What follows belongs to an exercise in optimizing a design on an open flow for small area and a short achievable clock period; a production flow would make more cautious choices.
Function was checked by simulation only, so behaviour that the tests miss may differ from the original.
Power and IR drop assume default switching activity.

## flow/design.v (module list and top-level ports; edited modules follow where they fit)
// module trash_compactor_part1: 1220 lines
module trash_compactor_part1 (
    input clk,
    input rst,
    input [31:0] data_in,
    input op,
    input valid_in,
    output ready,
    output reg finished,
    output reg [63:0] result
);
  // ...
==> flow/flow/run.sh <==
#!/bin/bash
# Layout: the standard flow with the standard synthesis; the later steps
# repair setup timing towards a slack of 6.7 ns (a shorter achieved period).
set -euo pipefail
bash standard.sh synth > synth.log 2>&1
bash standard.sh SETUP_SLACK_MARGIN=6.7 finish > layout.log 2>&1
==> flow/standard.sh <==
#!/bin/bash
# synth_recipe.tcl (not shown) runs the flow's synth.tcl, then flattens the netlist and writes it again
# the make line also repeats each setting of config.mk as NAME=value (left out here)
make -C /OpenROAD-flow-scripts/flow DESIGN_CONFIG=/design/flow/config.mk WORK_HOME=/design/flow/orfs CLKGATE_MAP_FILE= SYNTH_SCRIPT=/design/flow/synth_recipe.tcl "${@:-finish}"
==> flow/config.mk <==
export PLATFORM = sky130hd
export DESIGN_NAME = trash_compactor_part1
export DESIGN_NICKNAME = trash_compactor_part1
export VERILOG_FILES = /design/flow/design.v
export SDC_FILE = /design/flow/constraint.sdc
export NUM_CORES = 4
export LEC_CHECK = 0
export CAP_MARGIN = 20
export CORE_MARGIN = 2
export CORE_UTILIZATION = 40
export PLACE_DENSITY = 0.6
export SLEW_MARGIN = 20
==> flow/constraint.sdc <==
create_clock -name core_clock -period 10.0 [get_ports {clk}]
set_input_delay 2.0000 -clock core_clock [delete_from_list [all_inputs] [get_ports {clk}]]
set_output_delay 2.0000 -clock core_clock [all_outputs]
set_load 0.01 [all_outputs]
==> results.cfg, run 1 <==
[worst_hold_path]
min_delay_worst_endpoint = f2$_DFF_P_
hold_class = reg -> reg

[sta]
holdWs_ns = 0.326
setup_viol = 0

[global_route]
grt_pass1_wl_mm = 139
grt_pass1_vias = 25000

[clock_tree]
numCtsBuffers = 47
clock_latency_ns = 0.59
holdBufCountCts = 0
clkSlewWorstSetupHoldPaths_ns = 0.06
clockRootBuffer = clkbuf_16

[logic_synthesis]
synth.most_common_cell = dfxtp_1
synthTopCellsByArea = dfxtp_1 (23%), fa_1 (21%), ha_1 (6.5%)
synth_ff_type = dfxtp_1
ys_seq_elements = 402
synthAdderAreaFrac_pct = 28.2

[outcome]
status = timing/DRC/antenna clean

[route]
drt_iter0_drc = 2267
drc = 0
dr_wl_met2_mm = 43.5
met1Wirelength_mm = 36.2
drt-vias-per-instance = 5.41

[cells_and_area]
drive_above_1_share_pct = 15.3
biggestCellCategory = multi-input gates
fin_cells = 4659
largest_reg_flops = 64
multi_input_area_share_pct = 58.9
final_common_cell = inv_1
nClkBuffers = 64
buf_share_pct = 7.57
area_growth_pct = 16.1

[power]
power_switching_w = 0.00415
max-vdd-ir-drop_mv = 0.166
pg_comb_w = 0.00546
power.leakage_nw = 16.1

[place]
gp_congestion = 0.897

[worst_setup_path]
cp-start-kind = flop
crit_cells = 1
cp-startpoint = result[17]$_SDFF_PP0_

[die]
die_h_um = 290
num_io_pins = 102
==> run 2, diff against run 1 <==
==> flow/flow/run.sh (replaced) <==
#!/bin/bash
# Layout: the standard flow with the standard synthesis; the later steps
# repair setup timing towards a slack of 7.0 ns (a shorter achieved period),
# and the port buffers start as buf_2 (resized later where timing needs it).
set -euo pipefail
bash standard.sh synth > synth.log 2>&1
bash standard.sh SETUP_SLACK_MARGIN=7.0 "BUFFER_PORTS_ARGS=-buffer_cell sky130_fd_sc_hd__buf_2" finish > layout.log 2>&1
--- a/flow/config.mk
+++ b/flow/config.mk
@@ -8,5 +8,7 @@
 export CAP_MARGIN = 20
 export CORE_MARGIN = 2
 export CORE_UTILIZATION = 40
+export CTS_CLUSTER_DIAMETER = 100
+export CTS_CLUSTER_SIZE = 24
 export PLACE_DENSITY = 0.6
 export SLEW_MARGIN = 20
==> results.cfg, run 2 <==
[logic_synthesis]
synthXorXnorAreaFrac_pct = 8.18
synth-seq-area-share_pct = 25.5
ys_seq_elements = 402
synth_simple_gate_area_share_pct = 11.3
async_flop_share_pct = 0
synth_top_area_share_pct = 22.9
synth_compound_area_share_pct = 16.5
yosys.area.top_type = dfxtp_1
syn-num-nets = 4056
synth_top_family_by_area = adder cells
synth.most_common_cell = dfxtp_1
synthTopCellsByArea = dfxtp_1 (23%), fa_1 (21%), ha_1 (6.5%)
syn_area_sq_mm = 0.0327
synth-edff-count = 28
yosys_warnings = 1
postSynthCellCount = 3509
synthMuxAreaShare_pct = 2.83
synth_ff_type = dfxtp_1
synth.avg_cell_area_sq_um = 9.31
synth_cell_types = 82
synth_common_cells = dfxtp_1 (374), inv_1 (353), fa_1 (342)
synthAdderAreaFrac_pct = 28.2

[sta]
slew-limit-headroom_pct = 26.2
finalCriticalPeriod_ns = 3.26
tightestPinTransition_ns = 1.10
finalHoldViolCount = 0
finClkSkew_ns = 0.0309
rsz0062_at_grt = yes
setup_viol = 0
slew_viol_final = 0
holdWs_ns = 0.325
max_freq_mhz = 307
fin_tns_setup_ns = 0
fin_crit_sh_pct = 32.6

[clock_tree]
clock_sinks = 402
clockRootBuffer = clkbuf_16
holdBufCountCts = 0
cts_max_path_buffers = 3
clock_latency_ns = 0.60
clkSlewWorstSetupHoldPaths_ns = 0.10
cts_tree = done
htree_levels = 1
numCtsBuffers = 24

[die]
die_area_sq_mm = 0.0840
die_h_um = 290
coreArea_sq_mm = 0.0807
die_x_um = 290
num_io_pins = 102
initial_core_util_pct = 40.5
rows = 104

[worst_setup_path]
worstPathRequired_ns = 10.53
cp-startpoint = a1[13]$_DFF_P_
crit_end = r2_1[17]$_DFF_P_
crit_top_cell = fa_2
crit_cells = 10
rr_worst_depth = 10
critPathMaxFanout = 20
reg2reg_slack_ns = 6.74
cp-start-kind = flop
timing.critical_path.cells = buf_6 > clkinvlp_4 > o21ai_0 > o21ai_0 > a221oi_2 > or2_2 > fa_2 > fa_2 > inv_2 > fa_2
endpoint_kind = flop
critPathTopFamily = adder cells
max_stage_delay_ns = 0.55
reg2reg_from = a1[13]$_DFF_P_
slowest_stage = fa_2
cp_data_arrival_time_ns = 3.79
crit_buf_inv = 3
crit_type = reg -> reg
r2r-end = r2_1[17]$_DFF_P_

[route]
dr_wl_met2_mm = 48.7
wl_per_cell_um = 20.8
drc = 0
drt_iter0_drc = 2736
first_pass_iters = 8
met3_length_mm = 6.41
wl_mm = 100
ant_nets = 0
drt-vias-per-instance = 5.52
routed-via-count = 26600
topRoutingLayerUsed = met4
met1Wirelength_mm = 39.5

[place]
gp_congestion = 0.889
post-place-cells = 4443
hpwl_mm = 64.0
io_buffer_count = 100

[run]
drv_cap = 0

[power]
p_seq_share_pct = 22.9
intPower_w = 0.00554
max-vdd-ir-drop_mv = 0.153
power_switching_w = 0.00466
pwr-share-clk_pct = 11.0
power_frac_comb_pct = 66.2
swShare_pct = 45.7
power.leakage_nw = 17.1
p_per_area_mw_per_mm2 = 248

[global_route]
grt.total_usage_pct = 22.5
grt_pass1_wl_mm = 148
grt_max_degree = 77
grt_pass1_vias = 25700
antenna_found_initial = 2
grt-ovfl-total = 0

[cells_and_area]
largest_reg_flops = 64
final_cell_mix = inv_1 (282), dfxtp_1 (266), fa_1 (265), buf_4 (231), nor2_1 (205)
drive_above_1_share_pct = 31.1
post-route-util_pct = 51.0
regMostFlops = result
area_growth_pct = 25.9
fin_cells = 4817
final_nets = 4291
largestRegisters = result (64), r4_0 (42), r4_1 (41)
n_antenna_cell = 0
final_common_cell = inv_1

[worst_hold_path]
hold_class = reg -> reg

[outcome]
status = timing/DRC/antenna clean
-- run 2: power groups by stage --
stage,Sequential [W],Combinational (W),Clock (W)
after floorplan,0.00222,0.00390,0
after global placement,0.00233,0.00511,0
after detailed placement,0.00233,0.00518,0
after CTS,0.00230,0.00597,0.00116
after global routing,0.00236,0.00738,0.00120
final,0.00233,0.00675,0.00112
-- run 2: cell families after synthesis --
logic type / count (synthesis)
compound gates: 805
simple gates: 744
buf+inv: 632
fa+ha+maj: 536
flops: 402
xor+xnor: 305
mux: 84
other cells: 1
-- run 2: layer usage --
metal | GRT usage [%] | vias up
li1 | - | 12300
met4 | 10.1 | 0
met2 | 38.9 | 1115
met5 | 0 | -
met3 | 2.84 | 332
met1 | 28.0 | 12900
-- run 2: layout make-up --
cell class / count / area [sq um]
Timing Repair Buffer: 483 / 5400
Tap cell: 1060 / 1330
Clock inverter: 9 / 149
Inverter: 357 / 1410
Fill cell: 7073 / 39600
Clock buffer: 30 / 644
Multi-Input combinational cell: 2476 / 23600
Sequential cell: 402 / 8560
-- run 2: worst min-delay path by stage --
stage,startpoint,endpoint,slack [ns],cells after the start
floorplan,hi$_DFF_P_,ph4$_DFF_P_,0.31,0
global placement,d0[0]$_DFF_P_,a1[0]$_DFF_P_,0.31,0
detailed placement,f1$_DFF_P_,f2$_DFF_P_,0.31,0
CTS,d0[0]$_DFF_P_,a1[0]$_DFF_P_,0.32,0
global route,d0[0]$_DFF_P_,a1[0]$_DFF_P_,0.33,0
finish,d0[0]$_DFF_P_,a1[0]$_DFF_P_,0.32,0
-- run 2: metrics by stage --
step	cell area (sq um)	total power (W)	worst slack [ns]
2_1_floorplan	33700	0.00612	6.74
3_3_place_gp	34100	0.00743	6.06
3_5_place_dp	34100	0.00752	6.04
4_1_cts	39100	0.00943	6.80
5_1_grt	41100	0.0109	6.69
6_report	41100	0.0102	6.74
-- run 2: repair_timing --
action / 4_1_cts / 5_1_grt
cloned: 20 / 16
endpoints found under the setup margin: 232 / 204
resized for setup: 497 / 319
setup buffers: 220 / 79
pin swaps: 164 / 200
-- run 2: worst register-to-register path, delay by kind of cell, from the launching register on --
kind | cells | cell delay (ns)
flops | 1 | 0.33
simple gates | 1 | 0.18
compound gates | 3 | 0.75
fa+ha+maj | 3 | 1.51
buf+inv | 3 | 0.44
==> run 3, diff against run 2 <==
--- a/flow/config.mk
+++ b/flow/config.mk
@@ -7,8 +7,8 @@
 export LEC_CHECK = 0
 export CAP_MARGIN = 20
 export CORE_MARGIN = 2
-export CORE_UTILIZATION = 40
+export CORE_UTILIZATION = 55
 export CTS_CLUSTER_DIAMETER = 100
 export CTS_CLUSTER_SIZE = 24
-export PLACE_DENSITY = 0.6
+export PLACE_DENSITY = 0.7
 export SLEW_MARGIN = 20
==> results.cfg, run 3 <==
[route]
wl_per_cell_um = 24.3
wl_mm = 111
first_pass_iters = 12
routed-via-count = 28600
ant_nets = 0
drt-vias-per-instance = 6.27
drt_iter0_drc = 3342
drc = 0

[logic_synthesis]
synth_common_cells = dfxtp_1 (374), inv_1 (353), fa_1 (342)
postSynthCellCount = 3509
synth_ff_type = dfxtp_1
synth-edff-count = 28
synth_cell_types = 82
syn_area_sq_mm = 0.0327
async_flop_share_pct = 0
synth.avg_cell_area_sq_um = 9.31
ys_seq_elements = 402
synth_top_area_share_pct = 22.9
synth-seq-area-share_pct = 25.5
yosys.area.top_type = dfxtp_1
synthTopCellsByArea = dfxtp_1 (23%), fa_1 (21%), ha_1 (6.5%)
synth.most_common_cell = dfxtp_1
yosys_warnings = 1
syn-num-nets = 4056

[global_route]
grt.total_usage_pct = 34.0
grt_pass1_vias = 28300
grt-ovfl-total = 0
antenna_found_initial = 2
grt_max_degree = 97
grt_pass1_wl_mm = 161

[die]
die_x_um = 248
die_h_um = 248
num_io_pins = 102
rows = 89
coreArea_sq_mm = 0.0589
initial_core_util_pct = 55.5
die_area_sq_mm = 0.0614

[sta]
slew_viol_final = 0
fin_crit_sh_pct = 33.5
max_freq_mhz = 299
tightestPinTransition_ns = 0.876
setup_viol = 0
finalHoldViolCount = 0
rsz0062_at_grt = yes
slew-limit-headroom_pct = 41.4
fin_tns_setup_ns = 0
finClkSkew_ns = 0.0389
finalCriticalPeriod_ns = 3.35

[worst_setup_path]
reg2reg_from = ph4$_DFF_P_
cp-start-kind = flop
timing.critical_path.cells = buf_6 > buf_16 > mux2_4 > fa_1 > inv_2 > fa_2 > inv_2 > fa_2 > a21o_1 > a21oi_2 > o21ai_2 > a21oi_2 > o21bai_1 > a21oi_1 > nor2_1
crit_cells = 15
reg2reg_slack_ns = 6.65
critPathTopFamily = adder cells
slowest_stage = fa_1
crit_type = reg -> reg
rr_worst_depth = 15
crit_buf_inv = 4
r2r-end = creg[4]$_SDFF_PP0_
endpoint_kind = flop
max_stage_delay_ns = 0.49
worstPathRequired_ns = 10.45
cp_data_arrival_time_ns = 3.79
critPathMaxFanout = 6

[cells_and_area]
final_common_cell = inv_1
area_growth_pct = 26.2
largestRegisters = result (64), r4_0 (42), r4_1 (41)
final_nets = 4316
fill_cells = 4126
largest_reg_flops = 64
regMostFlops = result
final_cell_mix = inv_1 (300), fa_1 (277), dfxtp_1 (268), buf_4 (256), nor2_1 (208)
drive_above_1_share_pct = 31.8

[clock_tree]
clock_latency_ns = 0.61
clockRootBuffer = clkbuf_16
cts_tree = done
clock_sinks = 402
numCtsBuffers = 24
holdBufCountCts = 0
cts_max_path_buffers = 3
htree_levels = 1
clkSlewWorstSetupHoldPaths_ns = 0.10

[worst_hold_path]
min_delay_worst_endpoint = ph4$_DFF_P_
hold_class = reg -> reg
whs_path_depth = 0
min_from = hi$_DFF_P_

[place]
io_buffer_count = 100
hpwl_mm = 66.9
gp_congestion = 0.973

[run]
drv_cap = 0

[power]
power.leakage_nw = 17.4
power_w = 0.0106
max-vdd-ir-drop_mv = 0.211
p_per_area_mw_per_mm2 = 258

[outcome]
status = timing/DRC/antenna clean
## run 3: logic make-up after synthesis
logic type,after synthesis,synth area share (%)
adders and majority gates,536,28.2
AOI/OAI and AO/OA,805,16.5
buffers and inverters,632,7.45
xor gates and xnor gates,305,8.18
DFF,402,25.5
other,1,0.0115
muxes,84,2.83
and+or+nand+nor,744,11.3
## run 3: final cells by class
cell class | instances | area (sq um) | area share [%]
Timing Repair Buffer | 505 | 5590 | 13.5
Timing Repair inverter | 2 | 15.0 | 0.0364
Inverter | 357 | 1410 | 3.41
Sequential cell | 402 | 8570 | 20.8
Antenna cell | 5 | 12.5 | 0.0303
Tap cell | 773 | 967 | 2.35
Clock inverter | 11 | 193 | 0.467
Clock buffer | 32 | 666 | 1.61
Multi-Input combinational cell | 2477 | 23800 | 57.8
## run 3: per-stage QoR
step / util (%) / setup slack (ns) / hold WS [ns] / cells / cell area [sq um]
3_3_place_gp: 57.3 / 6.12 / 0.314 / 4154 / 33700
6_report: 70.0 / 6.65 / 0.312 / 4564 / 41200
5_1_grt: 70.0 / 6.56 / 0.337 / 4559 / 41200
4_1_cts: 67.0 / 6.78 / 0.335 / 4475 / 39500
3_5_place_dp: 57.3 / 6.03 / 0.313 / 4154 / 33700
2_1_floorplan: - / 6.74 / 0.310 / 3509 / 33700
## run 3: repair_timing
item,CTS,global route
buffers inserted,250,80
setup endpoints to repair,237,209
gates resized for setup,563,285
gates cloned,28,4
pin swaps,163,204
## run 3: how the worst max path moves through the flow
stage	start	end	slack, ns
after floorplan	data_in[7]	d0[0]$_DFF_P_	6.74
after global placement	b1[5]$_DFF_P_	r2_1[17]$_DFF_P_	6.12
after detailed placement	b1[5]$_DFF_P_	r2_1[19]$_DFF_P_	6.03
after CTS	xh[10]$_DFFE_PP_	r4_0[11]$_DFF_P_	6.78
after global routing	ph4$_DFF_P_	creg[4]$_SDFF_PP0_	6.56
final	ph4$_DFF_P_	creg[4]$_SDFF_PP0_	6.65
## run 3: power by group
group,switching [W],internal (W),leakage (nW),total (W)
combinational,0.00391,0.00315,13.6,0.00706
sequential,0.000312,0.00205,3.36,0.00237
clock,0.000630,0.000569,0.418,0.00120
total,0.00485,0.00578,17.4,0.0106
## run 3: routing by layer
metal | vias up | part of all wire (%) | global-route usage [%]
li1 | 12300 | - | -
met1 | 13800 | 35 | 40.0
met2 | 1868 | 47 | 57.2
met5 | - | 0.011 | 0
met3 | 590 | 9.5 | 5.79
met4 | 2 | 8.6 | 22.6
==> run 4, diff against run 3 <==
==> flow/flow/run.sh (replaced) <==
#!/bin/bash
# Layout: the standard flow with the standard synthesis; the later steps
# repair setup timing towards a slack of 6.5 ns (a shorter achieved period),
# and the port buffers start as buf_2 (resized later where timing needs it).
set -euo pipefail
bash standard.sh synth > synth.log 2>&1
bash standard.sh SETUP_SLACK_MARGIN=6.5 "BUFFER_PORTS_ARGS=-buffer_cell sky130_fd_sc_hd__buf_2" finish > layout.log 2>&1
--- a/flow/config.mk
+++ b/flow/config.mk
@@ -7,8 +7,8 @@
 export LEC_CHECK = 0
 export CAP_MARGIN = 20
 export CORE_MARGIN = 2
-export CORE_UTILIZATION = 55
+export CORE_UTILIZATION = 40
 export CTS_CLUSTER_DIAMETER = 100
 export CTS_CLUSTER_SIZE = 24
-export PLACE_DENSITY = 0.7
+export PLACE_DENSITY = 0.6
 export SLEW_MARGIN = 20
==> results.cfg, run 4 <==
[place]
post-place-cells = 4445
gp_congestion = 0.877
io_buffer_count = 100
dpl_cell_area_sq_mm = 0.0338
hpwl_mm = 63.3
place_ws_ns = 5.82

[sta]
max_freq_mhz = 294
slew_viol_final = 0
fin_tns_setup_ns = 0
rsz0062_at_grt = yes
tightestPinTransition_ns = 0.986
setup_viol = 0
finalCriticalPeriod_ns = 3.40
finalHoldViolCount = 0
slew-limit-headroom_pct = 34.0
finClkSkew_ns = 0.0384
fin_crit_sh_pct = 34.0
setup_ws_ns = 6.60

[cells_and_area]
area_growth_pct = 8.62
fin_cells = 4547
fin_area_sq_mm = 0.0355
final_cell_mix = inv_1 (351), dfxtp_1 (351), fa_1 (340), nor2_1 (222), a21oi_1 (199)
regMostFlops = result
n_antenna_cell = 0
largestRegisters = result (64), r4_0 (42), r4_1 (41)
drive_above_1_share_pct = 12.3
largest_reg_flops = 64
final_nets = 4021

[die]
die_h_um = 290
die_x_um = 290
coreArea_sq_mm = 0.0807
die_area_sq_mm = 0.0840
initial_core_util_pct = 40.5
rows = 104
num_io_pins = 102

[clock_tree]
cts_tree = done
numCtsBuffers = 24
cts_max_path_buffers = 3
clockRootBuffer = clkbuf_16
holdBufCountCts = 0
clock_sinks = 402
clkSlewWorstSetupHoldPaths_ns = 0.09
clock_latency_ns = 0.60
htree_levels = 1

[outcome]
status = timing/DRC/antenna clean

[global_route]
grt_pass1_vias = 24000
grt_pass1_wl_mm = 135
antenna_found_initial = 0
grt_max_degree = 69
grt.total_usage_pct = 20.4
grt-ovfl-total = 0

[power]
p_per_area_mw_per_mm2 = 242
power.leakage_nw = 15.1
power_switching_w = 0.00394
p_seq_share_pct = 26.6
max-vdd-ir-drop_mv = 0.187
swShare_pct = 45.9
power_frac_comb_pct = 60.2
pwr-share-clk_pct = 13.1
intPower_w = 0.00465

[logic_synthesis]
yosys_warnings = 1
synth.most_common_cell = dfxtp_1
async_flop_share_pct = 0
synthTopCellsByArea = dfxtp_1 (23%), fa_1 (21%), ha_1 (6.5%)
yosys.area.top_type = dfxtp_1
synth_cell_types = 82
synth-seq-area-share_pct = 25.5
postSynthCellCount = 3509
syn-num-nets = 4056
ys_seq_elements = 402
synth_common_cells = dfxtp_1 (374), inv_1 (353), fa_1 (342)
synth_top_area_share_pct = 22.9
synth.avg_cell_area_sq_um = 9.31
synth_ff_type = dfxtp_1
syn_area_sq_mm = 0.0327
synth-edff-count = 28

[route]
routed-via-count = 24600
drc = 0
drt-vias-per-instance = 5.41
ant_nets = 0
first_pass_iters = 11
wl_per_cell_um = 19.1
wl_mm = 87.1
drt_iter0_drc = 2070

[run]
drv_cap = 0

[worst_setup_path]
worstPathRequired_ns = 10.47
cp_data_arrival_time_ns = 3.87
critPathMaxFanout = 15
crit_type = reg -> reg
cp-start-kind = flop
endpoint_kind = flop

[worst_hold_path]
hold_class = reg -> reg
[run 4: power groups by stage]
stage          clock network (W)  registers [W]  logic [W]
6_report                 0.00113        0.00229    0.00518
5_1_grt                  0.00121        0.00233    0.00585
4_1_cts                  0.00117        0.00231    0.00506
3_5_place_dp                   0        0.00235    0.00501
3_3_place_gp                   0        0.00234    0.00492
2_1_floorplan                  0        0.00222    0.00386
[run 4: kinds of logic (layout without fill, tap and decap cells)]
logic type | after synthesis | after routing | share of synthesized area [%]
buffers and inverters | 632 | 609 | 7.45
multiplexers | 84 | 84 | 2.83
adder cells (fa/ha/maj) | 536 | 536 | 28.2
XOR/XNOR | 305 | 305 | 8.18
AO/OA/AOI/OAI | 805 | 805 | 16.5
AND/OR/NAND/NOR | 744 | 745 | 11.3
other | 1 | 1 | 0.0115
flip-flops | 402 | 402 | 25.5
[run 4: repair_timing]
item	4_1_cts	5_1_grt
gates cloned	1	2
gates resized for setup	27	47
setup endpoints to repair	92	58
endpoints found under the hold margin	0	0
buffers inserted	7	53
pin swaps	0	7
[run 4: layer usage]
metal | global-route usage, % | routed length (um) | up-vias | share of wire, %
li1 | - | - | 11700 | -
met1 | 26.2 | 36500 | 11800 | 42
met2 | 35.3 | 42300 | 876 | 49
met3 | 1.96 | 4560 | 177 | 5.2
met4 | 8.22 | 3690 | 0 | 4.2
met5 | 0 | 0 | - | 0
[run 4: path summary, 6_finish.rpt]
kind | start | to | slack [ns] | depth (start not counted)
setup / recovery | xh[5]$_DFFE_PP_ | r4_0[14]$_DFF_P_ | 6.60 | 7
hold / removal | f1$_DFF_P_ | f2$_DFF_P_ | 0.33 | 0
setup reg to reg | xh[5]$_DFFE_PP_ | r4_0[14]$_DFF_P_ | 6.60 | 7
hold reg to reg | f1$_DFF_P_ | f2$_DFF_P_ | 0.33 | 0
[run 4: layout make-up]
cell class / instances / area, sq um
fill: 7870 / 45200
multi-input combinational: 2476 / 22000
sequential: 402 / 8370
timing repair buffer: 213 / 1580
inverter: 357 / 1350
tap: 1060 / 1330
clock buffer: 30 / 676
clock inverter: 9 / 145
[run 4: per-stage QoR]
stage / hold slack [ns] / util [%] / power (W)
6_report: 0.332 / 44.0 / 0.00860
2_1_floorplan: 0.310 / - / 0.00608
5_1_grt: 0.333 / 44.0 / 0.00940
3_3_place_gp: 0.315 / 41.9 / 0.00726
4_1_cts: 0.342 / 43.1 / 0.00855
3_5_place_dp: 0.320 / 41.9 / 0.00736
[run 4: worst max-delay path: stages (launching register included)]
cell and delay, ns:
edfxtp_1 0.81, a22oi_1 0.22, xor2_1 0.20, fa_1 0.53, fa_1 0.43, fa_1 0.54, inv_1 0.05, fa_1 0.49
==> run 5, diff against run 4 <==
==> flow/flow/run.sh (replaced) <==
#!/bin/bash
# Layout: the standard flow with the standard synthesis; the later steps
# repair setup timing towards a slack of 6.7 ns (a shorter achieved period),
# and the port buffers start as buf_2 (resized later where timing needs it).
set -euo pipefail
bash standard.sh synth > synth.log 2>&1
bash standard.sh SETUP_SLACK_MARGIN=6.7 "BUFFER_PORTS_ARGS=-buffer_cell sky130_fd_sc_hd__buf_2" finish > layout.log 2>&1
==> results.cfg, run 5 <==
[clock_tree]
htree_levels = 1
cts_max_path_buffers = 3
clockRootBuffer = clkbuf_16
cts_tree = done
numCtsBuffers = 23
holdBufCountCts = 0
clock_sinks = 402
clock_latency_ns = 0.59
clkSlewWorstSetupHoldPaths_ns = 0.10

[place]
post-place-cells = 4443
dpl_cell_area_sq_mm = 0.0338
gp_congestion = 0.886
hpwl_mm = 63.5
io_buffer_count = 100

[worst_setup_path]
critPathMaxFanout = 7
crit_top_cell = fa_1
slowest_stage = edfxtp_1
worstPathRequired_ns = 10.46
timing.critical_path.cells = a22oi_1 > xnor2_1 > fa_1 > fa_1 > inv_1 > fa_1 > inv_1 > fa_1
reg2reg_slack_ns = 6.75
endpoint_kind = flop
rr_worst_depth = 8
reg2reg_from = xh[24]$_DFFE_PP_
crit_type = reg -> reg
cp-start-kind = flop
max_stage_delay_ns = 0.55
cp-startpoint = xh[24]$_DFFE_PP_
r2r-end = r4_0[31]$_DFF_P_
cp_data_arrival_time_ns = 3.71

[sta]
finalCriticalPeriod_ns = 3.25
setup_viol = 0
finalHoldViolCount = 0
fin_tns_setup_ns = 0
slew_viol_final = 0
rsz0062_at_grt = yes
max_freq_mhz = 308
slew-limit-headroom_pct = 33.7
fin_crit_sh_pct = 32.5
finClkSkew_ns = 0.0205
tightestPinTransition_ns = 0.990

[logic_synthesis]
synth_common_cells = dfxtp_1 (374), inv_1 (353), fa_1 (342)
ys_seq_elements = 402
synth-seq-area-share_pct = 25.5
synth.avg_cell_area_sq_um = 9.31
synth_cell_types = 82
syn_area_sq_mm = 0.0327
postSynthCellCount = 3509
synth_top_area_share_pct = 22.9
yosys.area.top_type = dfxtp_1
syn-num-nets = 4056
async_flop_share_pct = 0
synth.most_common_cell = dfxtp_1
synth_ff_type = dfxtp_1
synth-edff-count = 28
synthTopCellsByArea = dfxtp_1 (23%), fa_1 (21%), ha_1 (6.5%)
yosys_warnings = 1

[cells_and_area]
fill_cells = 7681
fin_area_sq_mm = 0.0366
drive_above_1_share_pct = 16.0
area_growth_pct = 12.1
seq_area_sq_mm = 0.00841
largest_reg_flops = 64
final_cell_mix = dfxtp_1 (343), inv_1 (338), fa_1 (322), nor2_1 (217), a21oi_1 (192)
final_nets = 4074
multi_input_comb_area_sq_mm = 0.0223
n_antenna_cell = 0
largestRegisters = result (64), r4_0 (42), r4_1 (41)
final_common_cell = dfxtp_1
regMostFlops = result
fin_cells = 4599

[route]
ant_nets = 0
wl_mm = 89.8
first_pass_iters = 14
drt-vias-per-instance = 5.44
drt_iter0_drc = 2198
wl_per_cell_um = 19.5
routed-via-count = 25000
drc = 0

[power]
max-vdd-ir-drop_mv = 0.229
p_per_area_mw_per_mm2 = 242
power.leakage_nw = 15.5

[die]
rows = 104
die_h_um = 290
coreArea_sq_mm = 0.0807
initial_core_util_pct = 40.5
num_io_pins = 102
die_x_um = 290
die_area_sq_mm = 0.0840

[global_route]
antenna_found_initial = 0
grt_pass1_vias = 24200
grt_max_degree = 89
grt.total_usage_pct = 20.8
grt-ovfl-total = 0
grt_pass1_wl_mm = 138

[worst_hold_path]
min_from = f1$_DFF_P_
min_delay_worst_endpoint = f2$_DFF_P_
whs_path_depth = 0
hold_class = reg -> reg

[outcome]
status = timing/DRC/antenna clean

[run]
drv_cap = 0
[run 5: cell count changes in the layout (fill, tap and decap cells not counted), sizes merged]
| cell | previous run | this run |
|---|---|---|
| bufbuf | 1 | 2 |
| buf | 211 | 254 |
| clkinv | 6 | 5 |
| clkinvlp | 1 | 12 |
| inv | 358 | 348 |
| nor2b | 68 | 67 |
| clkbuf | 31 | 41 |
| bufinv | 1 | 0 |
[run 5: layout make-up]
cell class / instances / area share, %
Timing Repair Buffer: 268 / 6.71
Clock inverter: 8 / 0.294
Tap cell: 1060 / 3.62
Sequential cell: 402 / 23.0
Clock buffer: 29 / 1.66
Multi-Input combinational cell: 2475 / 61.0
Inverter: 357 / 3.78
[run 5: cells by family after synthesis]
logic type	after synthesis	synth area share, %
flops	402	25.5
xor+xnor	305	8.18
other cells	1	0.0115
buf+inv	632	7.45
simple gates	744	11.3
compound gates	805	16.5
fa+ha+maj	536	28.2
mux	84	2.83
[run 5: per-layer routing]
layer,up-vias,track usage [%],share of wire (%)
met4,0,7.87,4.6
met1,12100,26.5,41
li1,11800,-,-
met5,-,0,0
met2,951,36.0,48
met3,175,2.34,5.8
[run 5: metrics by stage]
step,util (%),worst slack (ns),total power [W],hold slack [ns]
4_1_cts,44.1,6.63,0.00857,0.337
3_5_place_dp,41.9,5.87,0.00736,0.314
6_report,45.4,6.75,0.00885,0.334
3_3_place_gp,41.9,5.91,0.00726,0.312
2_1_floorplan,-,6.65,0.00608,0.310
5_1_grt,45.4,6.63,0.00962,0.350
[run 5: worst max-delay path, delay by kind of cell, from the launching register on]
family | cells | cell delay [ns]
AOI/OAI and AO/OA | 1 | 0.27
xor gates and xnor gates | 1 | 0.17
adders and majority gates | 4 | 1.99
buffers and inverters | 2 | 0.13
DFF | 1 | 0.55
[run 5: timing repair]
item                                    in CTS  in global routing
setup buffers                               81                 26
pin swaps                                    9                 47
endpoints found under the setup margin     124                 82
gates resized for setup                     97                175
gates cloned                                 2                 10
[run 5: where the power goes]
part	switching (W)	total (W)	internal, W	leakage, nW
logic	0.00318	0.00548	0.00230	11.8
registers	0.000287	0.00232	0.00203	3.34
clock network	0.000601	0.00105	0.000451	0.338
total	0.00407	0.00885	0.00478	15.5
[run 5: worst max path at each step]
| stage | endpoint | slack (ns) | cells after the start |
|---|---|---|---|
| global route | creg[4]$_SDFF_PP0_ | 6.63 | 14 |
| floorplan | r4_0[12]$_DFF_P_ | 6.65 | 10 |
| finish | r4_0[31]$_DFF_P_ | 6.75 | 8 |
| CTS | creg[4]$_SDFF_PP0_ | 6.63 | 14 |
| detailed placement | creg[4]$_SDFF_PP0_ | 5.87 | 14 |
| global placement | creg[4]$_SDFF_PP0_ | 5.91 | 14 |
==> run 6, diff against run 5 <==
==> flow/flow/run.sh (replaced) <==
#!/bin/bash
# Layout: the standard flow with the standard synthesis; the later steps
# repair setup timing towards a slack of 6.7 ns (a shorter achieved period),
# the port buffers start as buf_2 (resized later where timing needs it), and
# the clock tree is built without dummy balancing loads.
set -euo pipefail
bash standard.sh synth > synth.log 2>&1
bash standard.sh SETUP_SLACK_MARGIN=6.7 "BUFFER_PORTS_ARGS=-buffer_cell sky130_fd_sc_hd__buf_2" \
  "CTS_ARGS=-sink_clustering_enable -repair_clock_nets -sink_clustering_size 24 -sink_clustering_max_diameter 100 -dont_use_dummy_load" \
  finish > layout.log 2>&1
--- a/flow/config.mk
+++ b/flow/config.mk
@@ -8,7 +8,5 @@
 export CAP_MARGIN = 20
 export CORE_MARGIN = 2
 export CORE_UTILIZATION = 40
-export CTS_CLUSTER_DIAMETER = 100
-export CTS_CLUSTER_SIZE = 24
 export PLACE_DENSITY = 0.6
 export SLEW_MARGIN = 20
==> results.cfg, run 6 <==
[sta]
setup_viol = 0
max_freq_mhz = 306
fin_crit_sh_pct = 32.7
tightestPinTransition_ns = 0.978
slew_viol_final = 0
rsz0062_at_grt = yes
finalCriticalPeriod_ns = 3.27
fin_tns_setup_ns = 0
finClkSkew_ns = 0.0445
finalHoldViolCount = 0
slew-limit-headroom_pct = 34.6

[route]
routed-via-count = 25000
drt_iter0_drc = 2359
drc = 0
first_pass_iters = 12
wl_mm = 90.3
wl_per_cell_um = 19.7
ant_nets = 0
drt-vias-per-instance = 5.44

[global_route]
antenna_found_initial = 0
grt_pass1_wl_mm = 137
grt_max_degree = 89
grt-ovfl-total = 0
grt_pass1_vias = 24100
grt.total_usage_pct = 20.7

[run]
drv_cap = 0

[logic_synthesis]
synthXorXnorAreaFrac_pct = 8.18
synthTopCellsByArea = dfxtp_1 (23%), fa_1 (21%), ha_1 (6.5%)
syn-num-nets = 4056
synth_simple_gate_area_share_pct = 11.3
postSynthCellCount = 3509
synth_ff_type = dfxtp_1
synthAdderAreaFrac_pct = 28.2
synth-edff-count = 28
ys_seq_elements = 402
synth.avg_cell_area_sq_um = 9.31
synth-seq-area-share_pct = 25.5
synth_top_area_share_pct = 22.9
yosys_warnings = 1
synth.most_common_cell = dfxtp_1
synth_compound_area_share_pct = 16.5
synth_common_cells = dfxtp_1 (374), inv_1 (353), fa_1 (342)
async_flop_share_pct = 0
syn_area_sq_mm = 0.0327
synth_top_family_by_area = adder cells
yosys.area.top_type = dfxtp_1
synthMuxAreaShare_pct = 2.83
synth_cell_types = 82

[die]
rows = 104
die_x_um = 290
initial_core_util_pct = 40.5
coreArea_sq_mm = 0.0807
die_h_um = 290
num_io_pins = 102
die_area_sq_mm = 0.0840

[cells_and_area]
largestRegisters = result (64), r4_0 (42), r4_1 (41)
area_growth_pct = 12.1
largest_reg_flops = 64
final_common_cell = dfxtp_1
regMostFlops = result
final_cell_mix = dfxtp_1 (343), inv_1 (336), fa_1 (315), nor2_1 (217), a21oi_1 (189)
n_antenna_cell = 0
drive_above_1_share_pct = 16.3
final_nets = 4077

[place]
gp_congestion = 0.886
io_buffer_count = 100
hpwl_mm = 63.5

[worst_setup_path]
endpoint_kind = flop
cp-start-kind = flop
reg2reg_slack_ns = 6.73
cp_data_arrival_time_ns = 3.79
crit_type = reg -> reg
worstPathRequired_ns = 10.51
critPathMaxFanout = 13

[power]
power.leakage_nw = 15.5
p_seq_share_pct = 26.5
power_switching_w = 0.00401
max-vdd-ir-drop_mv = 0.225
p_per_area_mw_per_mm2 = 239
intPower_w = 0.00474
pwr-share-clk_pct = 10.8
power_frac_comb_pct = 62.6
swShare_pct = 45.8
power_w = 0.00875

[clock_tree]
clock_latency_ns = 0.57
numCtsBuffers = 23
cts_tree = done
clockRootBuffer = clkbuf_16
cts_max_path_buffers = 3
htree_levels = 1
clock_sinks = 402
holdBufCountCts = 0
clkSlewWorstSetupHoldPaths_ns = 0.08

[worst_hold_path]
hold_class = reg -> reg

[outcome]
status = timing/DRC/antenna clean
[run 6: per-stage QoR]
step | utilization [%] | hold slack, ns | cells | cell area, sq um | worst slack (ns)
2_1_floorplan | - | 0.310 | 3509 | 32700 | 6.65
3_3_place_gp | 41.9 | 0.312 | 4443 | 33800 | 5.91
3_5_place_dp | 41.9 | 0.314 | 4443 | 33800 | 5.87
4_1_cts | 44.0 | 0.336 | 4551 | 35500 | 6.64
5_1_grt | 45.4 | 0.347 | 4588 | 36600 | 6.61
6_report | 45.4 | 0.331 | 4588 | 36600 | 6.73
[run 6: critical path, cell delays in order (launching register included)]
cell        delay, ns
dfxtp_4          0.43
buf_12           0.17
clkinvlp_4       0.21
o21ai_0          0.20
o221ai_1         0.13
a222oi_1         0.40
or2_4            0.20
fa_1             0.41
inv_1            0.09
fa_1             0.42
fa_1             0.54
[run 6: timing repair]
| item | 4_1_cts | 5_1_grt |
|---|---|---|
| pin swaps | 8 | 64 |
| endpoints found under the setup margin | 123 | 86 |
| buffers inserted | 82 | 26 |
| resized for setup | 92 | 202 |
| cloned | 3 | 11 |
[run 6: logic make-up after synthesis]
kind of cell               count (synthesis)
AOI/OAI and AO/OA                        805
xor gates and xnor gates                 305
adders and majority gates                536
buffers and inverters                    632
DFF                                      402
muxes                                     84
other                                      1
and+or+nand+nor                          744
[run 6: final timing paths]
path / startpoint / depth (start not counted) / end
min: f1$_DFF_P_ / 0 / f2$_DFF_P_
max reg2reg: a1[12]$_DFF_P_ / 10 / r2_1[14]$_DFF_P_
min reg2reg: f1$_DFF_P_ / 0 / f2$_DFF_P_
max: a1[12]$_DFF_P_ / 10 / r2_1[14]$_DFF_P_
[run 6: per-layer routing]
layer	vias up	track usage, %	wire length (um)
met1	12100	26.5	37000
met4	0	7.62	4120
met2	935	35.9	43700
met5	-	0	0
li1	11800	-	-
met3	196	2.40	5500
[run 6: power groups by stage]
stage / clock, W / combinational (W) / sequential, W
floorplan: 0 / 0.00386 / 0.00222
global placement: 0 / 0.00493 / 0.00233
detailed placement: 0 / 0.00502 / 0.00234
CTS: 0.000985 / 0.00519 / 0.00230
global route: 0.00103 / 0.00613 / 0.00236
finish: 0.000948 / 0.00548 / 0.00232
[run 6: area by class of cell]
cell class,count,area [sq um]
repair buffers,271,2550
multi-input cells,2475,22400
well taps,1060,1330
fillers,7675,44100
flip-flops and latches,402,8410
inverters,357,1380
clock buffers,23,576
==> run 7, diff against run 6 <==
--- a/flow/config.mk
+++ b/flow/config.mk
@@ -7,6 +7,6 @@
 export LEC_CHECK = 0
 export CAP_MARGIN = 20
 export CORE_MARGIN = 2
-export CORE_UTILIZATION = 40
+export CORE_UTILIZATION = 50
 export PLACE_DENSITY = 0.6
 export SLEW_MARGIN = 20
==> results.cfg, run 7 <==
[cells_and_area]
fill_cells = 5675
multi_input_comb_area_sq_mm = 0.0226
fin_cells = 4429
final_nets = 4121
drive_above_1_share_pct = 18.1
area_growth_pct = 12.8
regMostFlops = result
largest_reg_flops = 64
seq_area_sq_mm = 0.00841
final_common_cell = dfxtp_1
largestRegisters = result (64), r4_0 (42), r4_1 (41)
final_cell_mix = dfxtp_1 (347), inv_1 (337), fa_1 (316), nor2_1 (215), a21oi_1 (189)

[logic_synthesis]
syn_area_sq_mm = 0.0327
synth_cell_types = 82
synthTopCellsByArea = dfxtp_1 (23%), fa_1 (21%), ha_1 (6.5%)
synth_ff_type = dfxtp_1
synth.avg_cell_area_sq_um = 9.31
yosys_warnings = 1
synth-seq-area-share_pct = 25.5
yosys.area.top_type = dfxtp_1
synth-edff-count = 28
async_flop_share_pct = 0
synth_common_cells = dfxtp_1 (374), inv_1 (353), fa_1 (342)
synth_top_area_share_pct = 22.9
syn-num-nets = 4056
postSynthCellCount = 3509
ys_seq_elements = 402
synth.most_common_cell = dfxtp_1

[worst_setup_path]
crit_type = reg -> reg
cp-start-kind = flop
rr_worst_depth = 9
reg2reg_slack_ns = 6.69
cp-startpoint = xh[24]$_DFFE_PP_
r2r-end = r4_0[30]$_DFF_P_
cp_data_arrival_time_ns = 3.74
critPathMaxFanout = 4
crit_end = r4_0[30]$_DFF_P_
endpoint_kind = flop
reg2reg_from = xh[24]$_DFFE_PP_
worstPathRequired_ns = 10.43

[place]
hpwl_mm = 68.2
gp_congestion = 0.913
io_buffer_count = 100
post-place-cells = 4236

[sta]
rsz0062_at_grt = yes
finalHoldViolCount = 0
finalCriticalPeriod_ns = 3.31
slew-limit-headroom_pct = 42.1
tightestPinTransition_ns = 0.865
max_freq_mhz = 302
fin_crit_sh_pct = 33.1
slew_viol_final = 0
fin_tns_setup_ns = 0
setup_viol = 0
finClkSkew_ns = 0.0664

[route]
drt-vias-per-instance = 5.94
drc = 0
drt_iter0_drc = 2595
wl_mm = 99.0
ant_nets = 0
wl_per_cell_um = 22.4
first_pass_iters = 8
routed-via-count = 26300

[worst_hold_path]
hold_class = reg -> reg
whs_path_depth = 0

[global_route]
grt.total_usage_pct = 28.3
grt-ovfl-total = 0
antenna_found_initial = 3
grt_pass1_vias = 26200
grt_pass1_wl_mm = 149
grt_max_degree = 82

[die]
die_area_sq_mm = 0.0674
num_io_pins = 102
die_h_um = 260
initial_core_util_pct = 50.7
coreArea_sq_mm = 0.0645
die_x_um = 260
rows = 93

[power]
max-vdd-ir-drop_mv = 0.165
power.leakage_nw = 15.7
p_per_area_mw_per_mm2 = 242

[clock_tree]
cts_tree = done
numCtsBuffers = 23
htree_levels = 1
clock_sinks = 402
clockRootBuffer = clkbuf_16
holdBufCountCts = 0
clkSlewWorstSetupHoldPaths_ns = 0.09
clock_latency_ns = 0.59
cts_max_path_buffers = 3

[outcome]
status = timing/DRC/antenna clean

[run]
drv_cap = 0
run 7: repair_timing:
item                                    in CTS  in global routing
endpoints found under the setup margin     132                 93
setup buffers                              109                 44
gates cloned                                 5                 10
resized for setup                          107                215
pin swaps                                   12                 93
run 7: worst min-delay path by stage:
stage	start	endpoint
2_1_floorplan	d0[0]$_DFF_P_	a1[0]$_DFF_P_
6_report	d0[0]$_DFF_P_	a1[0]$_DFF_P_
3_5_place_dp	d0[0]$_DFF_P_	a1[0]$_DFF_P_
4_1_cts	d0[0]$_DFF_P_	a1[0]$_DFF_P_
3_3_place_gp	d0[0]$_DFF_P_	a1[0]$_DFF_P_
5_1_grt	d0[0]$_DFF_P_	a1[0]$_DFF_P_
run 7: logic make-up (layout without fill, tap and decap cells):
logic type               Yosys count  count (layout)  share of synthesized area [%]
AO/OA/AOI/OAI                    805             805                           16.5
AND/OR/NAND/NOR                  744             744                           11.3
buffers and inverters            632             695                           7.45
adder cells (fa/ha/maj)          536             536                           28.2
flip-flops                       402             402                           25.5
XOR/XNOR                         305             305                           8.18
multiplexers                      84              84                           2.83
other                              1               3                         0.0115
run 7: worst max-delay path, stage by stage, from the launching register on:
cell and delay [ns]:
edfxtp_1 0.50, buf_4 0.20, a22oi_1 0.17, xnor2_1 0.17
fa_1 0.47, fa_1 0.55, inv_1 0.06, fa_1 0.49
inv_1 0.06, fa_1 0.52
run 7: layout make-up:
class	count	share of cell area [%]
antenna	2	0.0136
clock buffer	23	1.56
inverter	357	3.74
multi-input combinational	2475	61.3
sequential	402	22.8
tap	855	2.90
timing repair buffer	311	7.61
timing repair inverter	4	0.0679
run 7: metal layers:
layer,vias up,share of wire [%],track usage [%]
met1,12900,39,35.6
met2,1193,48,47.7
met3,289,6.3,2.82
li1,11900,-,-
met4,0,6.2,15.6
met5,-,0,0
run 7: power by group:
part | switching (W) | total [W] | internal [W]
Combinational | 0.00329 | 0.00560 | 0.00231
Sequential | 0.000345 | 0.00238 | 0.00204
Clock | 0.000532 | 0.000941 | 0.000409
run 7: through the flow:
| step | instance area, sq um | setup slack [ns] | utilization, % | hold slack [ns] | power (W) |
|---|---|---|---|---|---|
| 3_5_place_dp | 33500 | 5.92 | 52.0 | 0.313 | 0.00749 |
| 2_1_floorplan | 32700 | 6.65 | - | 0.310 | 0.00608 |
| 3_3_place_gp | 33500 | 5.95 | 52.0 | 0.317 | 0.00739 |
| 5_1_grt | 36800 | 6.54 | 57.1 | 0.314 | 0.00965 |
| 6_report | 36800 | 6.69 | 57.1 | 0.313 | 0.00892 |
| 4_1_cts | 35500 | 6.68 | 55.1 | 0.306 | 0.00858 |
==> run 8, diff against run 7 <==
==> flow/flow/run.sh (replaced) <==
#!/bin/bash
# Layout: the standard flow with the standard synthesis; the later steps
# repair setup timing towards a slack of 6.8 ns (a shorter achieved period),
# the port buffers start as buf_2 (resized later where timing needs it), and
# the clock tree is built without dummy balancing loads.
set -euo pipefail
bash standard.sh synth > synth.log 2>&1
bash standard.sh SETUP_SLACK_MARGIN=6.8 "BUFFER_PORTS_ARGS=-buffer_cell sky130_fd_sc_hd__buf_2" \
  "CTS_ARGS=-sink_clustering_enable -repair_clock_nets -sink_clustering_size 24 -sink_clustering_max_diameter 100 -dont_use_dummy_load" \
  finish > layout.log 2>&1
--- a/flow/config.mk
+++ b/flow/config.mk
@@ -7,6 +7,6 @@
 export LEC_CHECK = 0
 export CAP_MARGIN = 20
 export CORE_MARGIN = 2
-export CORE_UTILIZATION = 50
+export CORE_UTILIZATION = 40
 export PLACE_DENSITY = 0.6
 export SLEW_MARGIN = 20
==> results.cfg, run 8 <==
[outcome]
status = timing/DRC/antenna clean

[place]
gp_congestion = 0.888
dpl_cell_area_sq_mm = 0.0338
io_buffer_count = 100
hpwl_mm = 62.7

[die]
die_area_sq_mm = 0.0840
num_io_pins = 102
initial_core_util_pct = 40.5
die_x_um = 290
rows = 104
die_h_um = 290
coreArea_sq_mm = 0.0807

[worst_hold_path]
min_from = f1$_DFF_P_
hold_class = reg -> reg
min_delay_worst_endpoint = f2$_DFF_P_
whs_path_depth = 0

[route]
wl_mm = 92.3
drc = 0
first_pass_iters = 9
drt-vias-per-instance = 5.47
routed-via-count = 25400
drt_iter0_drc = 2165
wl_per_cell_um = 19.9
ant_nets = 0

[power]
power_w = 0.00894
p_per_area_mw_per_mm2 = 237
power.leakage_nw = 15.9
max-vdd-ir-drop_mv = 0.175

[cells_and_area]
final_cell_mix = inv_1 (325), dfxtp_1 (323), fa_1 (302), nor2_1 (212), a21oi_1 (189)
largestRegisters = result (64), r4_0 (42), r4_1 (41)
area_growth_pct = 15.5
largest_reg_flops = 64
final_common_cell = inv_1
fin_area_sq_mm = 0.0377
fill_cells = 7539
drive_above_1_share_pct = 20.6
regMostFlops = result
n_antenna_cell = 0
post-route-util_pct = 46.8
final_nets = 4131

[logic_synthesis]
ys_seq_elements = 402
synth_common_cells = dfxtp_1 (374), inv_1 (353), fa_1 (342)
synth_cell_types = 82
syn_area_sq_mm = 0.0327
synth_simple_gate_area_share_pct = 11.3
synth_compound_area_share_pct = 16.5
synthXorXnorAreaFrac_pct = 8.18
synth_ff_type = dfxtp_1
yosys_warnings = 1
synthTopCellsByArea = dfxtp_1 (23%), fa_1 (21%), ha_1 (6.5%)
synth-seq-area-share_pct = 25.5
postSynthCellCount = 3509
async_flop_share_pct = 0
synth-edff-count = 28
synthAdderAreaFrac_pct = 28.2
syn-num-nets = 4056
synth_top_family_by_area = adder cells
synth.avg_cell_area_sq_um = 9.31
yosys.area.top_type = dfxtp_1
synth_top_area_share_pct = 22.9
synthMuxAreaShare_pct = 2.83
synth.most_common_cell = dfxtp_1

[sta]
rsz0062_at_grt = yes
slew_viol_final = 0
slew-limit-headroom_pct = 32.3
finalHoldViolCount = 0
setup_viol = 0
fin_crit_sh_pct = 32.6
fin_tns_setup_ns = 0
tightestPinTransition_ns = 1.01
finClkSkew_ns = 0.0343
max_freq_mhz = 307
finalCriticalPeriod_ns = 3.26

[worst_setup_path]
cp_data_arrival_time_ns = 3.72
critPathMaxFanout = 6
endpoint_kind = flop
r2r-end = r4_0[11]$_DFF_P_
reg2reg_slack_ns = 6.74
reg2reg_from = xh[8]$_DFFE_PP_
crit_type = reg -> reg
worstPathRequired_ns = 10.46
rr_worst_depth = 10
cp-start-kind = flop

[run]
drv_cap = 0

[global_route]
grt-ovfl-total = 0
grt_max_degree = 94
grt_pass1_vias = 24600
grt.total_usage_pct = 21.0
antenna_found_initial = 0
grt_pass1_wl_mm = 139

[clock_tree]
clkSlewWorstSetupHoldPaths_ns = 0.09
cts_max_path_buffers = 3
clock_latency_ns = 0.58
cts_tree = done
clock_sinks = 402
htree_levels = 1
numCtsBuffers = 24
clockRootBuffer = clkbuf_16
[run 8: per-layer routing]
| metal | share of wire [%] | global-route usage, % | vias to the layer above |
|---|---|---|---|
| li1 | - | - | 11900 |
| met1 | 41 | 26.4 | 12300 |
| met2 | 49 | 36.3 | 952 |
| met3 | 5.6 | 2.49 | 233 |
| met4 | 4.9 | 8.95 | 0 |
| met5 | 0 | 0 | - |
[run 8: area by class of cell]
cell class / instances / area (sq um) / area share [%]
well taps: 1060 / 1330 / 3.51
multi-input cells: 2475 / 22800 / 60.3
repair buffers: 323 / 3190 / 8.46
flip-flops and latches: 402 / 8460 / 22.4
clock buffers: 24 / 601 / 1.59
inverters: 357 / 1400 / 3.70
repair inverters: 1 / 5.00 / 0.0133
[run 8: timing repair]
action,4_1_cts,5_1_grt
resized for setup,166,287
pin swaps,39,121
hold buffers,0,0
buffers inserted,92,61
endpoints found under the setup margin,135,116
gates cloned,6,14
[run 8: worst max path at each step]
stage | slack [ns] | start | cells past startpoint | end
after floorplan | 6.74 | data_in[7] | 5 | d0[0]$_DFF_P_
after global placement | 5.95 | ph4$_DFF_P_ | 14 | creg[4]$_SDFF_PP0_
after detailed placement | 5.93 | ph4$_DFF_P_ | 14 | creg[5]$_SDFF_PP0_
after CTS | 6.73 | ph4$_DFF_P_ | 14 | creg[4]$_SDFF_PP0_
after global routing | 6.64 | xh[9]$_DFFE_PP_ | 9 | r4_0[12]$_DFF_P_
final | 6.74 | xh[8]$_DFFE_PP_ | 10 | r4_0[11]$_DFF_P_
[run 8: report_power, final]
group | switching, W | internal [W]
registers | 0.000276 | 0.00204
clock network | 0.000534 | 0.000426
logic | 0.00324 | 0.00243
total | 0.00405 | 0.00489
[run 8: through the flow]
step	hold WS (ns)	cells	setup slack [ns]
2_1_floorplan	0.310	3509	6.74
3_3_place_gp	0.310	4444	5.95
3_5_place_dp	0.316	4445	5.93
4_1_cts	0.323	4567	6.73
5_1_grt	0.332	4642	6.64
6_report	0.317	4642	6.74
[run 8: cells by family after synthesis]
group                      Yosys count
adders and majority gates          536
other                                1
muxes                               84
xor gates and xnor gates           305
DFF                                402
buffers and inverters              632
and+or+nand+nor                    744
AOI/OAI and AO/OA                  805
[run 8: worst max-delay path, cell delays in order (launching register included)]
cell,delay [ns]
edfxtp_1,0.49
buf_12,0.19
a22oi_1,0.20
xnor2_1,0.12
fa_1,0.50
inv_1,0.05
fa_1,0.53
inv_1,0.05
fa_1,0.47
inv_1,0.06
fa_1,0.46
==> run 9, diff against run 8 <==
==> flow/flow/run.sh (replaced) <==
#!/bin/bash
# Layout: the standard flow with the standard synthesis; the later steps
# repair setup timing towards a slack of 6.6 ns (a shorter achieved period),
# the port buffers start as buf_2 (resized later where timing needs it), and
# the clock tree is built without dummy balancing loads.
set -euo pipefail
bash standard.sh synth > synth.log 2>&1
bash standard.sh SETUP_SLACK_MARGIN=6.6 "BUFFER_PORTS_ARGS=-buffer_cell sky130_fd_sc_hd__buf_2" \
  "CTS_ARGS=-sink_clustering_enable -repair_clock_nets -sink_clustering_size 24 -sink_clustering_max_diameter 100 -dont_use_dummy_load" \
  finish > layout.log 2>&1
==> results.cfg, run 9 <==
[place]
gp_congestion = 0.880
post-place-cells = 4442
dpl_cell_area_sq_mm = 0.0338
hpwl_mm = 63.0
io_buffer_count = 100

[worst_setup_path]
cp-start-kind = flop
critPathMaxFanout = 27
slowest_stage = fa_1
endpoint_kind = flop
timing.critical_path.cells = buf_4 > a22oi_1 > xor2_1 > fa_1 > inv_1 > fa_1 > inv_1 > fa_1 > inv_1 > fa_1
crit_buf_inv = 4
cp_data_arrival_time_ns = 3.78
max_stage_delay_ns = 0.57
crit_type = reg -> reg
critPathTopFamily = adder cells
worstPathRequired_ns = 10.46
crit_top_cell = fa_1

[worst_hold_path]
hold_class = reg -> reg

[cells_and_area]
n_antenna_cell = 0
final_cell_mix = dfxtp_1 (351), inv_1 (348), fa_1 (338), nor2_1 (221)
fin_area_sq_mm = 0.0356
largest_reg_flops = 64
fin_cells = 4558
final_nets = 4047
drive_above_1_share_pct = 13.1
regMostFlops = result
largestRegisters = result (64), r4_0 (42), r4_1 (41)
fill_cells = 7816
post-route-util_pct = 44.1
final_common_cell = dfxtp_1
area_growth_pct = 8.87

[logic_synthesis]
synth_common_cells = dfxtp_1 (374), inv_1 (353), fa_1 (342)
synth-edff-count = 28
synth.avg_cell_area_sq_um = 9.31
yosys.area.top_type = dfxtp_1
ys_seq_elements = 402
synth_cell_types = 82
async_flop_share_pct = 0
postSynthCellCount = 3509
synthTopCellsByArea = dfxtp_1 (23%), fa_1 (21%), ha_1 (6.5%)
synth.most_common_cell = dfxtp_1
syn_area_sq_mm = 0.0327
synth_top_area_share_pct = 22.9
yosys_warnings = 1
synth-seq-area-share_pct = 25.5
synth_ff_type = dfxtp_1
syn-num-nets = 4056

[power]
swShare_pct = 45.8
pwr-share-clk_pct = 11.3
p_per_area_mw_per_mm2 = 238
power_switching_w = 0.00388
p_seq_share_pct = 26.9
power.leakage_nw = 15.1
max-vdd-ir-drop_mv = 0.129
power_frac_comb_pct = 61.8
intPower_w = 0.00458

[sta]
fin_tns_setup_ns = 0
finClkSkew_ns = 0.0498
setup_viol = 0
finalHoldViolCount = 0
slew_viol_final = 0
finalCriticalPeriod_ns = 3.32
max_freq_mhz = 301
fin_crit_sh_pct = 33.2
tightestPinTransition_ns = 0.993
slew-limit-headroom_pct = 33.6
rsz0062_at_grt = yes

[run]
drv_cap = 0

[outcome]
status = timing/DRC/antenna clean

[global_route]
busiest_layer = met2
grt_pass1_wl_mm = 135
grtUsageMet3_pct = 2.11
grt_max_degree = 99
grt-ovfl-total = 0
grt.total_usage_pct = 20.4
grt_pass1_vias = 24100
met2_usage_pct = 35.8
antenna_found_initial = 0
use_met1_pct = 26.1

[route]
drc = 0
drt_iter0_drc = 2295
drt-vias-per-instance = 5.38
routed-via-count = 24500
first_pass_iters = 9
ant_nets = 0
wl_mm = 86.5
wl_per_cell_um = 19.0

[clock_tree]
clock_sinks = 402
numCtsBuffers = 24
cts_tree = done
clkSlewWorstSetupHoldPaths_ns = 0.10
htree_levels = 1
clockRootBuffer = clkbuf_16
cts_max_path_buffers = 3
clock_latency_ns = 0.58

[die]
rows = 104
initial_core_util_pct = 40.5
die_area_sq_mm = 0.0840
die_h_um = 290
num_io_pins = 102
die_x_um = 290
coreArea_sq_mm = 0.0807
-- run 9: kinds of logic (layout without fill, tap and decap cells) --
logic type | after synthesis | after routing | share of synthesized area, %
adder cells (fa/ha/maj) | 536 | 536 | 28.2
AND/OR/NAND/NOR | 744 | 744 | 11.3
multiplexers | 84 | 84 | 2.83
XOR/XNOR | 305 | 305 | 8.18
AO/OA/AOI/OAI | 805 | 805 | 16.5
buffers and inverters | 632 | 621 | 7.45
flip-flops | 402 | 402 | 25.5
other | 1 | 1 | 0.0115
-- run 9: power groups by stage --
stage	Sequential, W	Clock, W	Combinational, W
after floorplan	0.00222	0	0.00386
after global placement	0.00233	0	0.00489
after detailed placement	0.00234	0	0.00501
after CTS	0.00228	0.000994	0.00512
after global routing	0.00232	0.00104	0.00589
final	0.00228	0.000956	0.00523
-- run 9: area by class of cell --
class | count | area, sq um | share of cell area, %
multi-input combinational | 2475 | 22100 | 62.1
sequential | 402 | 8380 | 23.6
timing repair buffer | 238 | 1800 | 5.07
inverter | 357 | 1370 | 3.85
tap | 1060 | 1330 | 3.73
clock buffer | 24 | 601 | 1.69
timing repair inverter | 2 | 15.0 | 0.0422
-- run 9: per-layer routing --
layer | vias to the layer above | share of wire (%)
li1 | 11700 | -
met1 | 11800 | 42
met2 | 831 | 49
met3 | 153 | 5.6
met4 | 0 | 3.5
met5 | - | 0
-- run 9: worst register-to-register path: stages (launching register included) --
cell and delay [ns]:
dfxtp_1 0.31, buf_4 0.36, a22oi_1 0.18, xor2_1 0.18, fa_1 0.57, inv_1 0.06
fa_1 0.54, inv_1 0.05, fa_1 0.47, inv_1 0.05, fa_1 0.43
-- run 9: timing repair --
item,CTS,global route
hold buffers,0,0
buffers inserted,45,43
pin swaps,3,15
gates cloned,3,1
gates resized for setup,41,72
setup endpoints to repair,109,82
-- run 9: through the flow --
stage / hold slack [ns] / worst slack, ns / power [W]
detailed placement: 0.328 / 5.84 / 0.00735
global placement: 0.315 / 5.89 / 0.00723
global route: 0.353 / 6.53 / 0.00925
finish: 0.344 / 6.68 / 0.00846
CTS: 0.350 / 6.57 / 0.00839
floorplan: 0.310 / 6.56 / 0.00608
-- run 9: final timing paths --
kind,from,end,slack (ns),cells past startpoint
setup / recovery,e2s1[5]$_SDFF_PP0_,r4_0[12]$_DFF_P_,6.68,10
hold / removal,f1$_DFF_P_,f2$_DFF_P_,0.34,0
hold reg to reg,f1$_DFF_P_,f2$_DFF_P_,0.34,0
setup reg to reg,e2s1[5]$_SDFF_PP0_,r4_0[12]$_DFF_P_,6.68,10

-- separate check: timing with driven ports --
Ports are ideal in the flow. The routed layouts listed here were re-timed in OpenROAD. Step 1 sets driving cells, clkbuf_16 on the clock port and buf_2 on the other inputs (assumed; they add their load-dependent delay and slew). Step 2 moves the port delays by t, midway between the first and last clock arrival at a register: inputs arrive t later, outputs are due t later. That takes back most of the time a late clock gives input paths. Three values: ideal, step 1, step 2; two values: the first two.
run	t (ns)	setup slack, ns	worst setup path after step 2
run 1	0.639	6.753 / 6.689 / 6.217	input to register
run 2	0.649	6.744 / 6.744 / 6.636	input to register
run 3	0.650	6.655 / 6.655 / 6.512	input to register
run 4	0.645	6.595 / 6.595 / 6.142	input to register
run 5	0.647	6.750 / 6.750 / 6.285	input to register
run 6	0.615	6.728 / 6.728 / 6.300	input to register
run 7	0.615	6.687 / 6.687 / 6.293	input to register
run 8	0.631	6.738 / 6.738 / 6.323	input to register
run 9	0.617	6.676 / 6.676 / 6.154	input to register
After both steps every run listed still meets setup and hold. For run 1, which loses most, drivers alone change the setup slack by -0.064 ns; drivers and shift together by -0.536 ns.
